Source: an optimization exercise on an open RTL-to-GDS flow (aim: small area and a short achievable clock period). Production flows keep margins and buffers that such runs may drop.
For this run, only the layout was checked, not whether the RTL still works.
Power figures rest on the tool's default switching activity, not on a simulated workload.

==> design.v <==
module mac (
    input  logic clk,
    input  logic rst,
    input  logic signed [15:0] a_in,
    input  logic signed [15:0] b_in,
    input  logic acc_clear,
    output logic acc_out_valid,
    output logic signed [34:0] acc_out
);
logic [15:0] a_r;
logic [7:0] one_r, two_r, neg_r;
wire  [16:0] bx = {b_in, 1'b0};
integer k;
always_ff @(posedge clk) begin
    for (k = 0; k < 8; k = k + 1) begin
        one_r[k] <= bx[2*k+1] ^ bx[2*k];
        two_r[k] <= (bx[2*k+2] & ~bx[2*k+1] & ~bx[2*k]) | (~bx[2*k+2] & bx[2*k+1] & bx[2*k]);
        neg_r[k] <= bx[2*k+2];
    end
    a_r <= rst ? 16'd0 : a_in;
end
wire [17:0] ax = {a_r[15], a_r, 1'b0};
wire [16:0] pp0;
wire [16:0] pp1;
wire [16:0] pp2;
wire [16:0] pp3;
wire [16:0] pp4;
wire [16:0] pp5;
wire [16:0] pp6;
wire [16:0] pp7;
genvar gi, gj;
generate for (gj = 0; gj < 8; gj = gj + 1) begin : g_pp
    for (gi = 0; gi < 17; gi = gi + 1) begin : g_bit
        wire v = (one_r[gj] & ax[gi+1]) | (two_r[gj] & ax[gi]);
        if (gj == 0) assign pp0[gi] = v ^ neg_r[0];
        if (gj == 1) assign pp1[gi] = v ^ neg_r[1];
        if (gj == 2) assign pp2[gi] = v ^ neg_r[2];
        if (gj == 3) assign pp3[gi] = v ^ neg_r[3];
        if (gj == 4) assign pp4[gi] = v ^ neg_r[4];
        if (gj == 5) assign pp5[gi] = v ^ neg_r[5];
        if (gj == 6) assign pp6[gi] = v ^ neg_r[6];
        if (gj == 7) assign pp7[gi] = v ^ neg_r[7];
    end
end endgenerate
logic [34:0] acc_s;
logic [33:0] acc_cr;
wire  [34:0] acc_c;
logic [1:0] t;
wire hold = acc_out_valid & ~acc_clear;
wire [34:0] acc_in_s = acc_clear ? 35'd0 : acc_s;
wire [34:0] acc_in_c = acc_clear ? 35'd0 : acc_c;
assign acc_c = {acc_cr[33], acc_cr[32], acc_cr[31], acc_cr[30], acc_cr[29], acc_cr[28], acc_cr[27], acc_cr[26], acc_cr[25], acc_cr[24], acc_cr[23], acc_cr[22], acc_cr[21], acc_cr[20], acc_cr[19], acc_cr[18], acc_cr[17], acc_cr[16], acc_cr[15], acc_cr[14], acc_cr[13], acc_cr[12], acc_cr[11], acc_cr[10], acc_cr[9], acc_cr[8], acc_cr[7], acc_cr[6], acc_cr[5], acc_cr[4], acc_cr[3], acc_cr[2], acc_cr[1], acc_cr[0], 1'b0};
wire s0, c0, s1, c1, s2, c2, s3, c3, s4, c4, s5, c5, s6, c6, s7, c7, s8, c8, s9, c9, s10, c10, s11, c11, s12, c12, s13, c13, s14, c14, s15, c15, s16, c16, s17, c17, s18, c18, s19, c19, s20, c20, s21, c21, s22, c22, s23, c23, s24, c24, s25, c25, s26, c26, s27, c27, s28, c28, s29, c29, s30, c30, s31, c31, s32, c32, s33, c33, s34, c34, s35, c35, s36, c36, s37, c37, s38, c38, s39, c39, s40, c40, s41, c41, s42, c42, s43, c43, s44, c44, s45, c45, s46, c46, s47, c47, s48, c48, s49, c49, s50, c50, s51, c51, s52, c52, s53, c53, s54, c54, s55, c55, s56, c56, s57, c57, s58, c58, s59, c59, s60, c60, s61, c61, s62, c62, s63, c63, s64, c64, s65, c65, s66, c66, s67, c67, s68, c68, s69, c69, s70, c70, s71, c71, s72, c72, s73, c73, s74, c74, s75, c75, s76, c76, s77, c77, s78, c78, s79, c79, s80, c80, s81, c81, s82, c82, s83, c83, s84, c84, s85, c85, s86, c86, s87, c87, s88, c88, s89, c89, s90, c90, s91, c91, s92, c92, s93, c93, s94, c94, s95, c95, s96, c96, s97, c97, s98, c98, s99, c99, s100, c100, s101, c101, s102, c102, s103, c103, s104, c104, s105, c105, s106, c106, s107, c107, s108, c108, s109, c109, s110, c110, s111, c111, s112, c112, s113, c113, s114, c114, s115, c115, s116, c116, s117, c117, s118, c118, s119, c119, s120, c120, s121, c121, s122, c122, s123, c123, s124, c124, s125, c125, s126, c126, s127, c127, s128, c128, s129, c129, s130, c130, s131, c131, s132, c132, s133, c133, s134, c134, s135, c135, s136, c136, s137, c137, s138, c138, s139, c139, s140, c140, s141, c141, s142, c142, s143, c143, s144, c144, s145, c145, s146, c146, s147, c147, s148, c148, s149, c149, s150, c150, s151, c151, s152, c152, s153, c153;
mac_ha u_ha0 (.a(neg_r[0]), .b(pp0[0]), .s(s0), .co(c0));
mac_fa u_fa1 (.a(pp0[1]), .b(c0), .c(acc_in_s[1]), .s(s1), .co(c1));
mac_fa u_fa2 (.a(neg_r[1]), .b(pp0[2]), .c(pp1[0]), .s(s2), .co(c2));
mac_fa u_fa3 (.a(s2), .b(acc_in_s[2]), .c(acc_in_c[2]), .s(s3), .co(c3));
mac_fa u_fa4 (.a(pp0[3]), .b(pp1[1]), .c(c2), .s(s4), .co(c4));
mac_fa u_fa5 (.a(s4), .b(acc_in_s[3]), .c(acc_in_c[3]), .s(s5), .co(c5));
mac_fa u_fa6 (.a(neg_r[2]), .b(pp0[4]), .c(pp1[2]), .s(s6), .co(c6));
mac_fa u_fa7 (.a(pp2[0]), .b(s6), .c(c4), .s(s7), .co(c7));
mac_fa u_fa8 (.a(acc_in_s[4]), .b(acc_in_c[4]), .c(s7), .s(s8), .co(c8));
mac_fa u_fa9 (.a(pp0[5]), .b(pp1[3]), .c(pp2[1]), .s(s9), .co(c9));
mac_fa u_fa10 (.a(c6), .b(s9), .c(acc_in_s[5]), .s(s10), .co(c10));
mac_fa u_fa11 (.a(acc_in_c[5]), .b(c7), .c(s10), .s(s11), .co(c11));
mac_fa u_fa12 (.a(neg_r[3]), .b(pp0[6]), .c(pp1[4]), .s(s12), .co(c12));
mac_fa u_fa13 (.a(pp2[2]), .b(pp3[0]), .c(c9), .s(s13), .co(c13));
mac_fa u_fa14 (.a(s12), .b(s13), .c(acc_in_s[6]), .s(s14), .co(c14));
mac_fa u_fa15 (.a(acc_in_c[6]), .b(c10), .c(s14), .s(s15), .co(c15));
mac_fa u_fa16 (.a(pp0[7]), .b(pp1[5]), .c(pp2[3]), .s(s16), .co(c16));
mac_fa u_fa17 (.a(pp3[1]), .b(c12), .c(s16), .s(s17), .co(c17));
mac_fa u_fa18 (.a(c13), .b(acc_in_s[7]), .c(acc_in_c[7]), .s(s18), .co(c18));
mac_fa u_fa19 (.a(s17), .b(c14), .c(s18), .s(s19), .co(c19));
mac_fa u_fa20 (.a(neg_r[4]), .b(pp0[8]), .c(pp1[6]), .s(s20), .co(c20));
mac_fa u_fa21 (.a(pp2[4]), .b(pp3[2]), .c(pp4[0]), .s(s21), .co(c21));
mac_fa u_fa22 (.a(c16), .b(s20), .c(s21), .s(s22), .co(c22));
mac_fa u_fa23 (.a(c17), .b(acc_in_s[8]), .c(acc_in_c[8]), .s(s23), .co(c23));
mac_fa u_fa24 (.a(s22), .b(c18), .c(s23), .s(s24), .co(c24));
mac_fa u_fa25 (.a(pp0[9]), .b(pp1[7]), .c(pp2[5]), .s(s25), .co(c25));
mac_fa u_fa26 (.a(pp3[3]), .b(pp4[1]), .c(c20), .s(s26), .co(c26));
mac_fa u_fa27 (.a(c21), .b(s25), .c(s26), .s(s27), .co(c27));
mac_fa u_fa28 (.a(c22), .b(acc_in_s[9]), .c(acc_in_c[9]), .s(s28), .co(c28));
mac_fa u_fa29 (.a(c23), .b(s27), .c(s28), .s(s29), .co(c29));
mac_fa u_fa30 (.a(neg_r[5]), .b(pp0[10]), .c(pp1[8]), .s(s30), .co(c30));
mac_fa u_fa31 (.a(pp2[6]), .b(pp3[4]), .c(pp4[2]), .s(s31), .co(c31));
mac_fa u_fa32 (.a(pp5[0]), .b(c25), .c(s30), .s(s32), .co(c32));
mac_fa u_fa33 (.a(s31), .b(c26), .c(acc_in_s[10]), .s(s33), .co(c33));
mac_fa u_fa34 (.a(acc_in_c[10]), .b(s32), .c(c27), .s(s34), .co(c34));
mac_fa u_fa35 (.a(c28), .b(s33), .c(s34), .s(s35), .co(c35));
mac_fa u_fa36 (.a(pp0[11]), .b(pp1[9]), .c(pp2[7]), .s(s36), .co(c36));
mac_fa u_fa37 (.a(pp3[5]), .b(pp4[3]), .c(pp5[1]), .s(s37), .co(c37));
mac_fa u_fa38 (.a(c30), .b(c31), .c(s36), .s(s38), .co(c38));
mac_fa u_fa39 (.a(s37), .b(c32), .c(acc_in_s[11]), .s(s39), .co(c39));
mac_fa u_fa40 (.a(acc_in_c[11]), .b(s38), .c(c33), .s(s40), .co(c40));
mac_fa u_fa41 (.a(s39), .b(c34), .c(s40), .s(s41), .co(c41));
mac_fa u_fa42 (.a(neg_r[6]), .b(pp0[12]), .c(pp1[10]), .s(s42), .co(c42));
mac_fa u_fa43 (.a(pp2[8]), .b(pp3[6]), .c(pp4[4]), .s(s43), .co(c43));
mac_fa u_fa44 (.a(pp5[2]), .b(pp6[0]), .c(c36), .s(s44), .co(c44));
mac_fa u_fa45 (.a(c37), .b(s42), .c(s43), .s(s45), .co(c45));
mac_fa u_fa46 (.a(s44), .b(c38), .c(acc_in_s[12]), .s(s46), .co(c46));
mac_fa u_fa47 (.a(acc_in_c[12]), .b(s45), .c(c39), .s(s47), .co(c47));
mac_fa u_fa48 (.a(s46), .b(c40), .c(s47), .s(s48), .co(c48));
mac_fa u_fa49 (.a(pp0[13]), .b(pp1[11]), .c(pp2[9]), .s(s49), .co(c49));
mac_fa u_fa50 (.a(pp3[7]), .b(pp4[5]), .c(pp5[3]), .s(s50), .co(c50));
mac_fa u_fa51 (.a(pp6[1]), .b(c42), .c(c43), .s(s51), .co(c51));
mac_fa u_fa52 (.a(s49), .b(s50), .c(c44), .s(s52), .co(c52));
mac_fa u_fa53 (.a(s51), .b(c45), .c(acc_in_s[13]), .s(s53), .co(c53));
mac_fa u_fa54 (.a(acc_in_c[13]), .b(s52), .c(c46), .s(s54), .co(c54));
mac_fa u_fa55 (.a(s53), .b(c47), .c(s54), .s(s55), .co(c55));
mac_fa u_fa56 (.a(neg_r[7]), .b(pp0[14]), .c(pp1[12]), .s(s56), .co(c56));
mac_fa u_fa57 (.a(pp2[10]), .b(pp3[8]), .c(pp4[6]), .s(s57), .co(c57));
mac_fa u_fa58 (.a(pp5[4]), .b(pp6[2]), .c(pp7[0]), .s(s58), .co(c58));
mac_fa u_fa59 (.a(c49), .b(c50), .c(s56), .s(s59), .co(c59));
mac_fa u_fa60 (.a(s57), .b(s58), .c(c51), .s(s60), .co(c60));
mac_fa u_fa61 (.a(acc_in_s[14]), .b(acc_in_c[14]), .c(s59), .s(s61), .co(c61));
mac_fa u_fa62 (.a(c52), .b(s60), .c(c53), .s(s62), .co(c62));
mac_fa u_fa63 (.a(s61), .b(c54), .c(s62), .s(s63), .co(c63));
mac_fa u_fa64 (.a(pp0[15]), .b(pp1[13]), .c(pp2[11]), .s(s64), .co(c64));
mac_fa u_fa65 (.a(pp3[9]), .b(pp4[7]), .c(pp5[5]), .s(s65), .co(c65));
mac_fa u_fa66 (.a(pp6[3]), .b(pp7[1]), .c(c56), .s(s66), .co(c66));
mac_fa u_fa67 (.a(c57), .b(c58), .c(s64), .s(s67), .co(c67));
mac_fa u_fa68 (.a(s65), .b(s66), .c(c59), .s(s68), .co(c68));
mac_fa u_fa69 (.a(acc_in_s[15]), .b(acc_in_c[15]), .c(s67), .s(s69), .co(c69));
mac_fa u_fa70 (.a(c60), .b(c61), .c(s68), .s(s70), .co(c70));
mac_fa u_fa71 (.a(s69), .b(c62), .c(s70), .s(s71), .co(c71));
mac_fa u_fa72 (.a(pp0[16]), .b(pp1[14]), .c(pp2[12]), .s(s72), .co(c72));
mac_fa u_fa73 (.a(pp3[10]), .b(pp4[8]), .c(pp5[6]), .s(s73), .co(c73));
mac_fa u_fa74 (.a(pp6[4]), .b(pp7[2]), .c(c64), .s(s74), .co(c74));
mac_fa u_fa75 (.a(c65), .b(s72), .c(s73), .s(s75), .co(c75));
mac_fa u_fa76 (.a(c66), .b(s74), .c(c67), .s(s76), .co(c76));
mac_fa u_fa77 (.a(acc_in_s[16]), .b(acc_in_c[16]), .c(s75), .s(s77), .co(c77));
mac_fa u_fa78 (.a(c68), .b(c69), .c(s76), .s(s78), .co(c78));
mac_fa u_fa79 (.a(s77), .b(c70), .c(s78), .s(s79), .co(c79));
mac_fa u_fa80 (.a(pp0[16]), .b(pp1[15]), .c(pp2[13]), .s(s80), .co(c80));
mac_fa u_fa81 (.a(pp3[11]), .b(pp4[9]), .c(pp5[7]), .s(s81), .co(c81));
mac_fa u_fa82 (.a(pp6[5]), .b(pp7[3]), .c(c72), .s(s82), .co(c82));
mac_fa u_fa83 (.a(c73), .b(s80), .c(s81), .s(s83), .co(c83));
mac_fa u_fa84 (.a(c74), .b(s82), .c(c75), .s(s84), .co(c84));
mac_fa u_fa85 (.a(acc_in_s[17]), .b(acc_in_c[17]), .c(s83), .s(s85), .co(c85));
mac_fa u_fa86 (.a(c76), .b(c77), .c(s84), .s(s86), .co(c86));
mac_fa u_fa87 (.a(s85), .b(c78), .c(s86), .s(s87), .co(c87));
mac_fa u_fa88 (.a(~pp0[16]), .b(~pp1[16]), .c(pp2[14]), .s(s88), .co(c88));
mac_fa u_fa89 (.a(pp3[12]), .b(pp4[10]), .c(pp5[8]), .s(s89), .co(c89));
mac_fa u_fa90 (.a(pp6[6]), .b(pp7[4]), .c(c80), .s(s90), .co(c90));
mac_fa u_fa91 (.a(c81), .b(s88), .c(s89), .s(s91), .co(c91));
mac_fa u_fa92 (.a(c82), .b(s90), .c(c83), .s(s92), .co(c92));
mac_fa u_fa93 (.a(acc_in_s[18]), .b(acc_in_c[18]), .c(s91), .s(s93), .co(c93));
mac_fa u_fa94 (.a(c84), .b(c85), .c(s92), .s(s94), .co(c94));
mac_fa u_fa95 (.a(s93), .b(c86), .c(s94), .s(s95), .co(c95));
mac_fa u_fa96 (.a(~pp2[15]), .b(pp3[13]), .c(pp4[11]), .s(s96), .co(c96));
mac_fa u_fa97 (.a(pp5[9]), .b(pp6[7]), .c(pp7[5]), .s(s97), .co(c97));
mac_fa u_fa98 (.a(c88), .b(c89), .c(s96), .s(s98), .co(c98));
mac_fa u_fa99 (.a(s97), .b(c90), .c(c91), .s(s99), .co(c99));
mac_fa u_fa100 (.a(acc_in_s[19]), .b(acc_in_c[19]), .c(s98), .s(s100), .co(c100));
mac_fa u_fa101 (.a(c92), .b(c93), .c(s99), .s(s101), .co(c101));
mac_fa u_fa102 (.a(s100), .b(c94), .c(s101), .s(s102), .co(c102));
mac_fa u_fa103 (.a(~pp2[16]), .b(pp3[14]), .c(pp4[12]), .s(s103), .co(c103));
mac_fa u_fa104 (.a(pp5[10]), .b(pp6[8]), .c(pp7[6]), .s(s104), .co(c104));
mac_fa u_fa105 (.a(pp2[15]), .b(c96), .c(c97), .s(s105), .co(c105));
mac_fa u_fa106 (.a(s103), .b(s104), .c(s105), .s(s106), .co(c106));
mac_fa u_fa107 (.a(c98), .b(acc_in_s[20]), .c(acc_in_c[20]), .s(s107), .co(c107));
mac_fa u_fa108 (.a(c99), .b(c100), .c(s106), .s(s108), .co(c108));
mac_fa u_fa109 (.a(s107), .b(c101), .c(s108), .s(s109), .co(c109));
mac_fa u_fa110 (.a(~pp3[15]), .b(pp4[13]), .c(pp5[11]), .s(s110), .co(c110));
mac_fa u_fa111 (.a(pp6[9]), .b(pp7[7]), .c(c103), .s(s111), .co(c111));
mac_fa u_fa112 (.a(c104), .b(s110), .c(c105), .s(s112), .co(c112));
mac_fa u_fa113 (.a(s111), .b(acc_in_s[21]), .c(acc_in_c[21]), .s(s113), .co(c113));
mac_fa u_fa114 (.a(c106), .b(s112), .c(c107), .s(s114), .co(c114));
mac_fa u_fa115 (.a(s113), .b(c108), .c(s114), .s(s115), .co(c115));
mac_fa u_fa116 (.a(~pp3[16]), .b(pp4[14]), .c(pp5[12]), .s(s116), .co(c116));
mac_fa u_fa117 (.a(pp6[10]), .b(pp7[8]), .c(pp3[15]), .s(s117), .co(c117));
mac_fa u_fa118 (.a(c110), .b(s116), .c(s117), .s(s118), .co(c118));
mac_fa u_fa119 (.a(c111), .b(acc_in_s[22]), .c(acc_in_c[22]), .s(s119), .co(c119));
mac_fa u_fa120 (.a(s118), .b(c112), .c(c113), .s(s120), .co(c120));
mac_fa u_fa121 (.a(s119), .b(c114), .c(s120), .s(s121), .co(c121));
mac_fa u_fa122 (.a(~pp4[15]), .b(pp5[13]), .c(pp6[11]), .s(s122), .co(c122));
mac_fa u_fa123 (.a(pp7[9]), .b(c116), .c(c117), .s(s123), .co(c123));
mac_fa u_fa124 (.a(s122), .b(s123), .c(c118), .s(s124), .co(c124));
mac_fa u_fa125 (.a(acc_in_s[23]), .b(acc_in_c[23]), .c(c119), .s(s125), .co(c125));
mac_fa u_fa126 (.a(s124), .b(c120), .c(s125), .s(s126), .co(c126));
mac_fa u_fa127 (.a(~pp4[16]), .b(pp5[14]), .c(pp6[12]), .s(s127), .co(c127));
mac_fa u_fa128 (.a(pp7[10]), .b(pp4[15]), .c(c122), .s(s128), .co(c128));
mac_fa u_fa129 (.a(s127), .b(c123), .c(s128), .s(s129), .co(c129));
mac_fa u_fa130 (.a(acc_in_s[24]), .b(acc_in_c[24]), .c(c124), .s(s130), .co(c130));
mac_fa u_fa131 (.a(s129), .b(c125), .c(s130), .s(s131), .co(c131));
mac_fa u_fa132 (.a(~pp5[15]), .b(pp6[13]), .c(pp7[11]), .s(s132), .co(c132));
mac_fa u_fa133 (.a(c127), .b(s132), .c(c128), .s(s133), .co(c133));
mac_fa u_fa134 (.a(acc_in_s[25]), .b(acc_in_c[25]), .c(c129), .s(s134), .co(c134));
mac_fa u_fa135 (.a(s133), .b(c130), .c(s134), .s(s135), .co(c135));
mac_fa u_fa136 (.a(~pp5[16]), .b(pp6[14]), .c(pp7[12]), .s(s136), .co(c136));
mac_fa u_fa137 (.a(pp5[15]), .b(c132), .c(s136), .s(s137), .co(c137));
mac_fa u_fa138 (.a(acc_in_s[26]), .b(acc_in_c[26]), .c(s137), .s(s138), .co(c138));
mac_fa u_fa139 (.a(c133), .b(s138), .c(c134), .s(s139), .co(c139));
mac_fa u_fa140 (.a(~pp6[15]), .b(pp7[13]), .c(c136), .s(s140), .co(c140));
mac_fa u_fa141 (.a(s140), .b(c137), .c(acc_in_s[27]), .s(s141), .co(c141));
mac_fa u_fa142 (.a(acc_in_c[27]), .b(c138), .c(s141), .s(s142), .co(c142));
mac_fa u_fa143 (.a(~pp6[16]), .b(pp7[14]), .c(pp6[15]), .s(s143), .co(c143));
mac_fa u_fa144 (.a(s143), .b(c140), .c(acc_in_s[28]), .s(s144), .co(c144));
mac_fa u_fa145 (.a(acc_in_c[28]), .b(c141), .c(s144), .s(s145), .co(c145));
mac_fa u_fa146 (.a(~pp7[15]), .b(c143), .c(acc_in_s[29]), .s(s146), .co(c146));
mac_fa u_fa147 (.a(acc_in_c[29]), .b(c144), .c(s146), .s(s147), .co(c147));
mac_fa u_fa148 (.a(~pp7[16]), .b(pp7[15]), .c(acc_in_s[30]), .s(s148), .co(c148));
mac_fa u_fa149 (.a(acc_in_c[30]), .b(c146), .c(s148), .s(s149), .co(c149));
mac_fa u_fa150 (.a(~acc_in_s[31]), .b(acc_in_c[31]), .c(c148), .s(s150), .co(c150));
mac_fa u_fa151 (.a(~acc_in_s[32]), .b(acc_in_c[32]), .c(acc_in_s[31]), .s(s151), .co(c151));
mac_fa u_fa152 (.a(~acc_in_s[33]), .b(acc_in_c[33]), .c(acc_in_s[32]), .s(s152), .co(c152));
mac_fa u_fa153 (.a(~acc_in_s[34]), .b(acc_in_c[34]), .c(acc_in_s[33]), .s(s153), .co(c153));
wire [34:0] rx = {c152, c151, c150, c149, c147, c145, c142, c139, c135, c131, c126, c121, c115, c109, c102, c95, c87, c79, c71, c63, c55, c48, c41, c35, c29, c24, c19, c15, c11, c8, c5, c3, c1, acc_in_c[1], s0};
wire [34:0] ry = {s153, s152, s151, s150, s149, s147, s145, s142, s139, s135, s131, s126, s121, s115, s109, s102, s95, s87, s79, s71, s63, s55, s48, s41, s35, s29, s24, s19, s15, s11, s8, s5, s3, s1, acc_in_s[0]};
wire [34:0] nxt_s = rx ^ ry;
wire [34:0] nxt_c = {rx[33:0] & ry[33:0], 1'b0};
wire [33:0] nxt_cr = {nxt_c[34], nxt_c[33], nxt_c[32], nxt_c[31], nxt_c[30], nxt_c[29], nxt_c[28], nxt_c[27], nxt_c[26], nxt_c[25], nxt_c[24], nxt_c[23], nxt_c[22], nxt_c[21], nxt_c[20], nxt_c[19], nxt_c[18], nxt_c[17], nxt_c[16], nxt_c[15], nxt_c[14], nxt_c[13], nxt_c[12], nxt_c[11], nxt_c[10], nxt_c[9], nxt_c[8], nxt_c[7], nxt_c[6], nxt_c[5], nxt_c[4], nxt_c[3], nxt_c[2], nxt_c[1]};
always_ff @(posedge clk) begin
    if (rst) begin
        acc_s <= '0; acc_cr <= '0; acc_out_valid <= 1'b0; t <= 2'd0;
    end else if (acc_clear) begin
        acc_s <= nxt_s; acc_cr <= nxt_cr; t <= 2'd1; acc_out_valid <= 1'b0;
    end else if (!acc_out_valid) begin
        acc_s <= nxt_s; acc_cr <= nxt_cr; t <= t + 2'd1; acc_out_valid <= (t == 2'd3);
    end
end
wire [34:0] op = acc_s;
wire [34:0] og = {1'b0, acc_c[34:1]};
wire xg0 = og[1] | (op[1] & og[0]);
wire xp0 = op[1] & op[0];
wire xg1 = og[2] | (op[2] & og[1]);
wire xp1 = op[2] & op[1];
wire xg2 = og[3] | (op[3] & og[2]);
wire xp2 = op[3] & op[2];
wire xg3 = og[4] | (op[4] & og[3]);
wire xp3 = op[4] & op[3];
wire xg4 = og[5] | (op[5] & og[4]);
wire xp4 = op[5] & op[4];
wire xg5 = og[6] | (op[6] & og[5]);
wire xp5 = op[6] & op[5];
wire xg6 = og[7] | (op[7] & og[6]);
wire xp6 = op[7] & op[6];
wire xg7 = og[8] | (op[8] & og[7]);
wire xp7 = op[8] & op[7];
wire xg8 = og[9] | (op[9] & og[8]);
wire xp8 = op[9] & op[8];
wire xg9 = og[10] | (op[10] & og[9]);
wire xp9 = op[10] & op[9];
wire xg10 = og[11] | (op[11] & og[10]);
wire xp10 = op[11] & op[10];
wire xg11 = og[12] | (op[12] & og[11]);
wire xp11 = op[12] & op[11];
wire xg12 = og[13] | (op[13] & og[12]);
wire xp12 = op[13] & op[12];
wire xg13 = og[14] | (op[14] & og[13]);
wire xp13 = op[14] & op[13];
wire xg14 = og[15] | (op[15] & og[14]);
wire xp14 = op[15] & op[14];
wire xg15 = og[16] | (op[16] & og[15]);
wire xp15 = op[16] & op[15];
wire xg16 = og[17] | (op[17] & og[16]);
wire xp16 = op[17] & op[16];
wire xg17 = og[18] | (op[18] & og[17]);
wire xp17 = op[18] & op[17];
wire xg18 = og[19] | (op[19] & og[18]);
wire xp18 = op[19] & op[18];
wire xg19 = og[20] | (op[20] & og[19]);
wire xp19 = op[20] & op[19];
wire xg20 = og[21] | (op[21] & og[20]);
wire xp20 = op[21] & op[20];
wire xg21 = og[22] | (op[22] & og[21]);
wire xp21 = op[22] & op[21];
wire xg22 = og[23] | (op[23] & og[22]);
wire xp22 = op[23] & op[22];
wire xg23 = og[24] | (op[24] & og[23]);
wire xp23 = op[24] & op[23];
wire xg24 = og[25] | (op[25] & og[24]);
wire xp24 = op[25] & op[24];
wire xg25 = og[26] | (op[26] & og[25]);
wire xp25 = op[26] & op[25];
wire xg26 = og[27] | (op[27] & og[26]);
wire xp26 = op[27] & op[26];
wire xg27 = og[28] | (op[28] & og[27]);
wire xp27 = op[28] & op[27];
wire xg28 = og[29] | (op[29] & og[28]);
wire xp28 = op[29] & op[28];
wire xg29 = og[30] | (op[30] & og[29]);
wire xp29 = op[30] & op[29];
wire xg30 = og[31] | (op[31] & og[30]);
wire xp30 = op[31] & op[30];
wire xg31 = og[32] | (op[32] & og[31]);
wire xp31 = op[32] & op[31];
wire xg32 = og[33] | (op[33] & og[32]);
wire xp32 = op[33] & op[32];
wire xg33 = og[34] | (op[34] & og[33]);
wire xp33 = op[34] & op[33];
wire xg34 = xg1 | (xp1 & og[0]);
wire xp34 = xp1 & op[0];
wire xg35 = xg2 | (xp2 & xg0);
wire xp35 = xp2 & xp0;
wire xg36 = xg3 | (xp3 & xg1);
wire xp36 = xp3 & xp1;
wire xg37 = xg4 | (xp4 & xg2);
wire xp37 = xp4 & xp2;
wire xg38 = xg5 | (xp5 & xg3);
wire xp38 = xp5 & xp3;
wire xg39 = xg6 | (xp6 & xg4);
wire xp39 = xp6 & xp4;
wire xg40 = xg7 | (xp7 & xg5);
wire xp40 = xp7 & xp5;
wire xg41 = xg8 | (xp8 & xg6);
wire xp41 = xp8 & xp6;
wire xg42 = xg9 | (xp9 & xg7);
wire xp42 = xp9 & xp7;
wire xg43 = xg10 | (xp10 & xg8);
wire xp43 = xp10 & xp8;
wire xg44 = xg11 | (xp11 & xg9);
wire xp44 = xp11 & xp9;
wire xg45 = xg12 | (xp12 & xg10);
wire xp45 = xp12 & xp10;
wire xg46 = xg13 | (xp13 & xg11);
wire xp46 = xp13 & xp11;
wire xg47 = xg14 | (xp14 & xg12);
wire xp47 = xp14 & xp12;
wire xg48 = xg15 | (xp15 & xg13);
wire xp48 = xp15 & xp13;
wire xg49 = xg16 | (xp16 & xg14);
wire xp49 = xp16 & xp14;
wire xg50 = xg17 | (xp17 & xg15);
wire xp50 = xp17 & xp15;
wire xg51 = xg18 | (xp18 & xg16);
wire xp51 = xp18 & xp16;
wire xg52 = xg19 | (xp19 & xg17);
wire xp52 = xp19 & xp17;
wire xg53 = xg20 | (xp20 & xg18);
wire xp53 = xp20 & xp18;
wire xg54 = xg21 | (xp21 & xg19);
wire xp54 = xp21 & xp19;
wire xg55 = xg22 | (xp22 & xg20);
wire xp55 = xp22 & xp20;
wire xg56 = xg23 | (xp23 & xg21);
wire xp56 = xp23 & xp21;
wire xg57 = xg24 | (xp24 & xg22);
wire xp57 = xp24 & xp22;
wire xg58 = xg25 | (xp25 & xg23);
wire xp58 = xp25 & xp23;
wire xg59 = xg26 | (xp26 & xg24);
wire xp59 = xp26 & xp24;
wire xg60 = xg27 | (xp27 & xg25);
wire xp60 = xp27 & xp25;
wire xg61 = xg28 | (xp28 & xg26);
wire xp61 = xp28 & xp26;
wire xg62 = xg29 | (xp29 & xg27);
wire xp62 = xp29 & xp27;
wire xg63 = xg30 | (xp30 & xg28);
wire xp63 = xp30 & xp28;
wire xg64 = xg31 | (xp31 & xg29);
wire xp64 = xp31 & xp29;
wire xg65 = xg32 | (xp32 & xg30);
wire xp65 = xp32 & xp30;
wire xg66 = xg33 | (xp33 & xg31);
wire xp66 = xp33 & xp31;
wire xg67 = xg36 | (xp36 & og[0]);
wire xp67 = xp36 & op[0];
wire xg68 = xg37 | (xp37 & xg0);
wire xp68 = xp37 & xp0;
wire xg69 = xg38 | (xp38 & xg34);
wire xp69 = xp38 & xp34;
wire xg70 = xg39 | (xp39 & xg35);
wire xp70 = xp39 & xp35;
wire xg71 = xg40 | (xp40 & xg36);
wire xp71 = xp40 & xp36;
wire xg72 = xg41 | (xp41 & xg37);
wire xp72 = xp41 & xp37;
wire xg73 = xg42 | (xp42 & xg38);
wire xp73 = xp42 & xp38;
wire xg74 = xg43 | (xp43 & xg39);
wire xp74 = xp43 & xp39;
wire xg75 = xg44 | (xp44 & xg40);
wire xp75 = xp44 & xp40;
wire xg76 = xg45 | (xp45 & xg41);
wire xp76 = xp45 & xp41;
wire xg77 = xg46 | (xp46 & xg42);
wire xp77 = xp46 & xp42;
wire xg78 = xg47 | (xp47 & xg43);
wire xp78 = xp47 & xp43;
wire xg79 = xg48 | (xp48 & xg44);
wire xp79 = xp48 & xp44;
wire xg80 = xg49 | (xp49 & xg45);
wire xp80 = xp49 & xp45;
wire xg81 = xg50 | (xp50 & xg46);
wire xp81 = xp50 & xp46;
wire xg82 = xg51 | (xp51 & xg47);
wire xp82 = xp51 & xp47;
wire xg83 = xg52 | (xp52 & xg48);
wire xp83 = xp52 & xp48;
wire xg84 = xg53 | (xp53 & xg49);
wire xp84 = xp53 & xp49;
wire xg85 = xg54 | (xp54 & xg50);
wire xp85 = xp54 & xp50;
wire xg86 = xg55 | (xp55 & xg51);
wire xp86 = xp55 & xp51;
wire xg87 = xg56 | (xp56 & xg52);
wire xp87 = xp56 & xp52;
wire xg88 = xg57 | (xp57 & xg53);
wire xp88 = xp57 & xp53;
wire xg89 = xg58 | (xp58 & xg54);
wire xp89 = xp58 & xp54;
wire xg90 = xg59 | (xp59 & xg55);
wire xp90 = xp59 & xp55;
wire xg91 = xg60 | (xp60 & xg56);
wire xp91 = xp60 & xp56;
wire xg92 = xg61 | (xp61 & xg57);
wire xp92 = xp61 & xp57;
wire xg93 = xg62 | (xp62 & xg58);
wire xp93 = xp62 & xp58;
wire xg94 = xg63 | (xp63 & xg59);
wire xp94 = xp63 & xp59;
wire xg95 = xg64 | (xp64 & xg60);
wire xp95 = xp64 & xp60;
wire xg96 = xg65 | (xp65 & xg61);
wire xp96 = xp65 & xp61;
wire xg97 = xg66 | (xp66 & xg62);
wire xp97 = xp66 & xp62;
wire xg98 = xg71 | (xp71 & og[0]);
wire xp98 = xp71 & op[0];
wire xg99 = xg72 | (xp72 & xg0);
wire xp99 = xp72 & xp0;
wire xg100 = xg73 | (xp73 & xg34);
wire xp100 = xp73 & xp34;
wire xg101 = xg74 | (xp74 & xg35);
wire xp101 = xp74 & xp35;
wire xg102 = xg75 | (xp75 & xg67);
wire xp102 = xp75 & xp67;
wire xg103 = xg76 | (xp76 & xg68);
wire xp103 = xp76 & xp68;
wire xg104 = xg77 | (xp77 & xg69);
wire xp104 = xp77 & xp69;
wire xg105 = xg78 | (xp78 & xg70);
wire xp105 = xp78 & xp70;
wire xg106 = xg79 | (xp79 & xg71);
wire xp106 = xp79 & xp71;
wire xg107 = xg80 | (xp80 & xg72);
wire xp107 = xp80 & xp72;
wire xg108 = xg81 | (xp81 & xg73);
wire xp108 = xp81 & xp73;
wire xg109 = xg82 | (xp82 & xg74);
wire xp109 = xp82 & xp74;
wire xg110 = xg83 | (xp83 & xg75);
wire xp110 = xp83 & xp75;
wire xg111 = xg84 | (xp84 & xg76);
wire xp111 = xp84 & xp76;
wire xg112 = xg85 | (xp85 & xg77);
wire xp112 = xp85 & xp77;
wire xg113 = xg86 | (xp86 & xg78);
wire xp113 = xp86 & xp78;
wire xg114 = xg87 | (xp87 & xg79);
wire xp114 = xp87 & xp79;
wire xg115 = xg88 | (xp88 & xg80);
wire xp115 = xp88 & xp80;
wire xg116 = xg89 | (xp89 & xg81);
wire xp116 = xp89 & xp81;
wire xg117 = xg90 | (xp90 & xg82);
wire xp117 = xp90 & xp82;
wire xg118 = xg91 | (xp91 & xg83);
wire xp118 = xp91 & xp83;
wire xg119 = xg92 | (xp92 & xg84);
wire xp119 = xp92 & xp84;
wire xg120 = xg93 | (xp93 & xg85);
wire xp120 = xp93 & xp85;
wire xg121 = xg94 | (xp94 & xg86);
wire xp121 = xp94 & xp86;
wire xg122 = xg95 | (xp95 & xg87);
wire xp122 = xp95 & xp87;
wire xg123 = xg96 | (xp96 & xg88);
wire xp123 = xp96 & xp88;
wire xg124 = xg97 | (xp97 & xg89);
wire xp124 = xp97 & xp89;
wire xg125 = xg106 | (xp106 & og[0]);
wire xp125 = xp106 & op[0];
wire xg126 = xg107 | (xp107 & xg0);
wire xp126 = xp107 & xp0;
wire xg127 = xg108 | (xp108 & xg34);
wire xp127 = xp108 & xp34;
wire xg128 = xg109 | (xp109 & xg35);
wire xp128 = xp109 & xp35;
wire xg129 = xg110 | (xp110 & xg67);
wire xp129 = xp110 & xp67;
wire xg130 = xg111 | (xp111 & xg68);
wire xp130 = xp111 & xp68;
wire xg131 = xg112 | (xp112 & xg69);
wire xp131 = xp112 & xp69;
wire xg132 = xg113 | (xp113 & xg70);
wire xp132 = xp113 & xp70;
wire xg133 = xg114 | (xp114 & xg98);
wire xp133 = xp114 & xp98;
wire xg134 = xg115 | (xp115 & xg99);
wire xp134 = xp115 & xp99;
wire xg135 = xg116 | (xp116 & xg100);
wire xp135 = xp116 & xp100;
wire xg136 = xg117 | (xp117 & xg101);
wire xp136 = xp117 & xp101;
wire xg137 = xg118 | (xp118 & xg102);
wire xp137 = xp118 & xp102;
wire xg138 = xg119 | (xp119 & xg103);
wire xp138 = xp119 & xp103;
wire xg139 = xg120 | (xp120 & xg104);
wire xp139 = xp120 & xp104;
wire xg140 = xg121 | (xp121 & xg105);
wire xp140 = xp121 & xp105;
wire xg141 = xg122 | (xp122 & xg106);
wire xp141 = xp122 & xp106;
wire xg142 = xg123 | (xp123 & xg107);
wire xp142 = xp123 & xp107;
wire xg143 = xg124 | (xp124 & xg108);
wire xp143 = xp124 & xp108;
wire xg144 = xg141 | (xp141 & og[0]);
wire xp144 = xp141 & op[0];
wire xg145 = xg142 | (xp142 & xg0);
wire xp145 = xp142 & xp0;
wire xg146 = xg143 | (xp143 & xg34);
wire xp146 = xp143 & xp34;
assign acc_out[0] = op[0];
assign acc_out[1] = op[1] ^ og[0];
assign acc_out[2] = op[2] ^ xg0;
assign acc_out[3] = op[3] ^ xg34;
assign acc_out[4] = op[4] ^ xg35;
assign acc_out[5] = op[5] ^ xg67;
assign acc_out[6] = op[6] ^ xg68;
assign acc_out[7] = op[7] ^ xg69;
assign acc_out[8] = op[8] ^ xg70;
assign acc_out[9] = op[9] ^ xg98;
assign acc_out[10] = op[10] ^ xg99;
assign acc_out[11] = op[11] ^ xg100;
assign acc_out[12] = op[12] ^ xg101;
assign acc_out[13] = op[13] ^ xg102;
assign acc_out[14] = op[14] ^ xg103;
assign acc_out[15] = op[15] ^ xg104;
assign acc_out[16] = op[16] ^ xg105;
assign acc_out[17] = op[17] ^ xg125;
assign acc_out[18] = op[18] ^ xg126;
assign acc_out[19] = op[19] ^ xg127;
assign acc_out[20] = op[20] ^ xg128;
assign acc_out[21] = op[21] ^ xg129;
assign acc_out[22] = op[22] ^ xg130;
assign acc_out[23] = op[23] ^ xg131;
assign acc_out[24] = op[24] ^ xg132;
assign acc_out[25] = op[25] ^ xg133;
assign acc_out[26] = op[26] ^ xg134;
assign acc_out[27] = op[27] ^ xg135;
assign acc_out[28] = op[28] ^ xg136;
assign acc_out[29] = op[29] ^ xg137;
assign acc_out[30] = op[30] ^ xg138;
assign acc_out[31] = op[31] ^ xg139;
assign acc_out[32] = op[32] ^ xg140;
assign acc_out[33] = op[33] ^ xg144;
assign acc_out[34] = op[34] ^ xg145;
endmodule
module mac_fa (input logic a, input logic b, input logic c, output logic s, output logic co);
    assign s = a ^ b ^ c;
    assign co = (a & b) | (c & (a ^ b));
endmodule
module mac_ha (input logic a, input logic b, output logic s, output logic co);
    assign s = a ^ b;
    assign co = a & b;
endmodule
==> flow/run.sh <==
#!/bin/bash
# Standard ORFS layout (the standard.sh, standard synthesis unchanged); the only
# difference is the cell used for the port buffers that buffer_ports inserts.
set -euo pipefail
export BUFFER_PORTS_ARGS="-buffer_cell sky130_fd_sc_hd__buf_2"
bash standard.sh > standard_flow.log 2>&1
==> standard.sh <==
#!/bin/bash
# synth_recipe.tcl (not shown) runs the flow's synth.tcl, then flattens the netlist and writes it again
# the make line also repeats each setting of config.mk as NAME=value (left out here)
make -C /OpenROAD-flow-scripts/flow DESIGN_CONFIG=/design/flow/config.mk WORK_HOME=/design/flow/orfs CLKGATE_MAP_FILE= SYNTH_SCRIPT=/design/flow/synth_recipe.tcl "${@:-finish}"
==> config.mk <==
export PLATFORM = sky130hd
export DESIGN_NAME = mac
export DESIGN_NICKNAME = mac
export VERILOG_FILES = /design/flow/design.v
export SDC_FILE = /design/flow/constraint.sdc
export NUM_CORES = 4
export LEC_CHECK = 0
export CAP_MARGIN = 20
export CORE_MARGIN = 2
export CORE_UTILIZATION = 40
export SETUP_SLACK_MARGIN = 4.5
export SLEW_MARGIN = 60
export SYNTH_HIERARCHICAL = 1
export SYNTH_MINIMUM_KEEP_SIZE = 0
export TNS_END_PERCENT = 0
==> constraint.sdc <==
create_clock -name core_clock -period 7.5 [get_ports {clk}]
set_input_delay 1.5000 -clock core_clock [delete_from_list [all_inputs] [get_ports {clk}]]
set_output_delay 1.5000 -clock core_clock [all_outputs]
set_load 0.01 [all_outputs]
==> flow_results.xml <==
<?xml version="1.0" encoding="UTF-8"?>
<metrics>
  <group name="worst_setup_path">
    <metric name="worst-endpoint-required" unit="ns">6.00</metric>
    <metric name="setup.worst_path.start" unit="">acc_s[1]</metric>
    <metric name="rr_startpoint" unit="">a_r[14]</metric>
    <metric name="critical-path-top-cell-by-count" unit="">a311oi_2</metric>
    <metric name="timing.setup.critical_path_class" unit="">register to primary output</metric>
    <metric name="cpMaxStageDelayCell" unit="">or4_4</metric>
    <metric name="cp-end-kind" unit="">primary output</metric>
    <metric name="start_kind" unit="">register</metric>
    <metric name="critical_path_s_largest_stage_delay" unit="ns">0.61</metric>
    <metric name="worst_ep_arrival" unit="ns">2.94</metric>
    <metric name="buffers_inverters_on_critical_path" unit="">1</metric>
    <metric name="timing.critical_path.max_delay_family" unit="">compound AO/OA/AOI/OAI gates</metric>
    <metric name="critical_path_peak_fanout" unit="">4</metric>
    <metric name="timing.critical_path.cells" unit="">ha_4, o211ai_1, a2111oi_2, a311oi_2, or4_4, and4_4, o21ai_2, a311oi_2, xnor2_1, buf_2</metric>
  </group>
  <group name="floorplan">
    <metric name="num_io_pins" unit="">71</metric>
    <metric name="die_height" unit="µm">174</metric>
    <metric name="floorplan.initialDensity" unit="">0.405</metric>
    <metric name="rows" unit="">62</metric>
    <metric name="dieWidth" unit="µm">174</metric>
    <metric name="fp.dieArea" unit="µm²">30300</metric>
    <metric name="fp.coreArea" unit="µm²">28500</metric>
  </group>
  <group name="cts">
    <metric name="cts-root-to-sink-buffers" unit="">2</metric>
    <metric name="cts.sink_count" unit="">112</metric>
    <metric name="cts.root.buffer_cell" unit="">clkbuf_16</metric>
    <metric name="clock_tree.htree_level_count" unit="">3</metric>
    <metric name="clock_slew_at_reported_path_ffs" unit="ns">0.09</metric>
    <metric name="clk-insertion-delay-late" unit="ns">0.37</metric>
    <metric name="tritoncts" unit="">done</metric>
    <metric name="numCtsBuffers" unit="">9</metric>
    <metric name="hold_buffers" unit="">0</metric>
  </group>
  <group name="synthesis">
    <metric name="ys_seq_elements" unit="">112</metric>
    <metric name="synth_edf_count" unit="">0</metric>
    <metric name="synthesis.instances" unit="">1279</metric>
    <metric name="synth_top_area_share" unit="">0.265</metric>
    <metric name="async_flop_share" unit="">0</metric>
    <metric name="netlist_top_cells_area" unit="">fa_1 27%, dfxtp_1 19%, xnor2_1 11%</metric>
    <metric name="synth_warnings" unit="">7</metric>
    <metric name="syn_avg_cell_area" unit="µm²">9.04</metric>
    <metric name="synth_top_flop_cell" unit="">dfxtp_1</metric>
    <metric name="synth_fp_nets" unit="">1504</metric>
    <metric name="netlist_area" unit="µm²">11600</metric>
    <metric name="synth_cell_types" unit="">51</metric>
    <metric name="synth_largest_area_cell" unit="">fa_1</metric>
    <metric name="synth_sequential_area_ratio" unit="">0.194</metric>
  </group>
  <group name="global_routing">
    <metric name="grt_use_met2" unit="">0.353</metric>
    <metric name="met3_usage" unit="">0.0225</metric>
    <metric name="via_count_of_the_first_global_routing_pass" unit="">8946</metric>
    <metric name="wire_length_of_the_first_global_routing_pass" unit="µm">49200</metric>
    <metric name="globalRouteTotalUtil" unit="">0.203</metric>
    <metric name="grt_antenna_before_repair" unit="">0</metric>
    <metric name="residual_overflow_from_global_routing" unit="">0</metric>
    <metric name="grtUsageMet1" unit="">0.263</metric>
    <metric name="grt_max_degree" unit="">75</metric>
    <metric name="global_route.peak_usage_layer" unit="">met2</metric>
  </group>
  <group name="timing">
    <metric name="final.period_utilization" unit="">0.591</metric>
    <metric name="totalNegativeSetupSlack" unit="ns">0</metric>
    <metric name="clock-skew-final" unit="ns">0.0193</metric>
    <metric name="hold_violations" unit="">0</metric>
    <metric name="final_max_slew_viol_count" unit="">0</metric>
    <metric name="finalCriticalPeriod" unit="ns">4.44</metric>
    <metric name="relSlewSlack" unit="">0.622</metric>
    <metric name="fmax" unit="MHz">225</metric>
    <metric name="worstMarginPinSlew" unit="ns">0.560</metric>
    <metric name="rsz_0062_raised_after_global_routing" unit="">true</metric>
    <metric name="timing.final.setup_violations" unit="">0</metric>
  </group>
  <group name="route">
    <metric name="detail_route.vias_per_cell" unit="">5.55</metric>
    <metric name="routedWlPerCell" unit="µm">18.6</metric>
    <metric name="drt_iter0_markers" unit="">723</metric>
    <metric name="post_route_drc_violation_count" unit="">0</metric>
    <metric name="num_vias" unit="">9052</metric>
    <metric name="first_pass_iters" unit="">8</metric>
    <metric name="drt-total-wl" unit="µm">30400</metric>
    <metric name="postRouteAntennaNets" unit="">0</metric>
  </group>
  <group name="power">
    <metric name="power_density" unit="nW/µm²">360</metric>
    <metric name="p_leak" unit="nW">4.75</metric>
    <metric name="max_vdd_drop" unit="V">0.000176</metric>
    <metric name="post-layout-total-power" unit="mW">4.48</metric>
  </group>
  <group name="cells_and_area">
    <metric name="finish.net_count" unit="">1468</metric>
    <metric name="stdcell_area" unit="µm²">12400</metric>
    <metric name="instances_no_fill" unit="">1632</metric>
    <metric name="antenna_cells" unit="">0</metric>
    <metric name="post_route_cells_drive_above_1_share" unit="">0.130</metric>
    <metric name="area_growth_syn_to_layout" unit="%">7.54</metric>
  </group>
  <group name="run">
    <metric name="cap_violations" unit="">0</metric>
  </group>
  <group name="place">
    <metric name="dpl-instance-area" unit="µm²">12000</metric>
    <metric name="dpl.cell_count" unit="">1612</metric>
    <metric name="dpl.hpwl" unit="µm">22300</metric>
    <metric name="port-buffer-count" unit="">70</metric>
    <metric name="finalWeightedCongestion" unit="">0.836</metric>
  </group>
  <group name="status">
    <metric name="run_status" unit="">no timing/DRC/antenna violations</metric>
  </group>
  <group name="min_path">
    <metric name="type_of_the_tightest_min_delay_check" unit="">register to register</metric>
    <metric name="hold_path.startpoint" unit="">acc_s[0]</metric>
  </group>
</metrics>
## report_power, final
group | switching (mW) | internal, mW
registers | 0.299 | 0.756
clock network | 0.256 | 0.244
logic | 1.52 | 1.40
## Yosys stat by module, one instance, submodules excluded
module,flops+latches,copies in the design
mac_ha,0,1
mac_fa,0,153
mac,112,1
## tightest hold or removal path, stage by stage, from the launching register on
cell and delay [ns]:
dfxtp_1 0.32, nand2_1 0.05, a21oi_1 0.05
## Yosys cell counts, drive strengths merged, types with 3 or more instances
cell type,n
a21o,13
a21oi,109
a22oi,121
a311oi,3
and3,4
buf,21
clkbuf,110
dfxtp,112
fa,153
ha,37
inv,22
nand2,179
nand2b,13
nand3,6
nand3b,7
nand4,8
nor2,32
nor2b,77
nor3,4
o211ai,3
o21a,4
o21ai,37
o21bai,6
xnor2,150
xor2,27
## cell type report
class,count,area (µm²)
Fill cell,2881,16100
Multi-Input combinational cell,1014,8770
Sequential cell,112,2300
Timing Repair Buffer,84,495
Tap cell,384,480
Clock buffer,10,239
Inverter,22,82.6
Clock inverter,6,60.1
## metal layers
| metal | vias up | share of wire |
|---|---|---|
| met3 | 48 | 0.044 |
| met4 | 0 | 0.030 |
| met1 | 4530 | 0.41 |
| li1 | 4184 | - |
| met5 | - | 0 |
| met2 | 290 | 0.51 |
## worst paths after layout
kind,cells past startpoint,to,slack (ns)
worst max register to register,11,acc_s[20],3.44
worst min register to register,2,acc_s[0],0.48
worst max-delay path,10,acc_out[32],3.06
worst min-delay path,2,acc_s[0],0.48
## sequential cells by signal (all words and copies together), names as in the netlist
| signal | cells |
|---|---|
| a_r | 16 |
| acc_cr | 34 |
| acc_out_valid | 1 |
| acc_s | 35 |
| neg_r | 8 |
| one_r | 8 |
| t | 2 |
| two_r | 8 |
## stage by stage
step                setup WS, ns  hold WS [ns]   util
finish                      3.06         0.478  0.435
global route                2.96         0.512  0.435
CTS                         3.11         0.477  0.433
detailed placement          3.23         0.466  0.422
global placement            3.16         0.449  0.418
floorplan                   3.78         0.440      -
## cells by family (layout without fill, tap and decap cells)
group                      count (synthesis)  count (layout)  synth area share
AOI/OAI and AO/OA                        311             311             0.173
xor gates and xnor gates                 177             177             0.134
adders and majority gates                190             190             0.305
buffers and inverters                    153             122            0.0556
DFF                                      112             112             0.194
muxes                                      2               2           0.00173
and+or+nand+nor                          334             334             0.136
## timing repair
action,4_1_cts,5_1_grt
endpoints found under the setup margin,90,91
resized for setup,2,6
buffers inserted,2,2
pin swaps,3,9
## cell usage in the layout, fill, tap and decap left out, types with 6 or more instances in the layout
| master | n |
|---|---|
| fa_1 | 144 |
| nand3b_1 | 7 |
| dfxtp_1 | 74 |
| o21ai_0 | 32 |
| nor2_1 | 32 |
| a21o_1 | 13 |
| nand2_1 | 179 |
| nor2b_1 | 76 |
| fa_2 | 9 |
| xor2_1 | 27 |
| a21oi_1 | 108 |
| clkbuf_16 | 9 |
| xnor2_1 | 149 |
| buf_2 | 69 |
| nand3_1 | 6 |
| a22oi_1 | 120 |
| o21bai_1 | 6 |
| ha_1 | 36 |
| inv_1 | 22 |
| buf_4 | 10 |
| nand4_1 | 8 |
| nand2b_1 | 12 |
| dfxtp_4 | 6 |
| dfxtp_2 | 32 |

==> afterwards: timing with drivers on the ports <==
The results above use ideal ports. As a check the final layout listed here was re-extracted and re-timed, cells and wires unchanged.
Step 1: set_driving_cell puts a clkbuf_16 on clk and a buf_2 on each other input, an assumption about the parent block.
Step 2 moves the port delays by t, midway between the first and last clock arrival at a register: inputs arrive t later, outputs are due t later. That takes back most of the time a late clock gives input paths.
Three values: no drivers, after step 1, after step 2; two values: the first two.
t (ns): 0.407
slack for setup (ns): 3.064 / 3.017 / 3.367
clock arrival spread, ns: 0.019 / 0.020
worst data-port slew with drivers (ns): 0.05
After both steps setup and hold are still met in this run. The setup slack of this run moves by -0.047 ns with the drivers and by +0.303 ns with both steps.
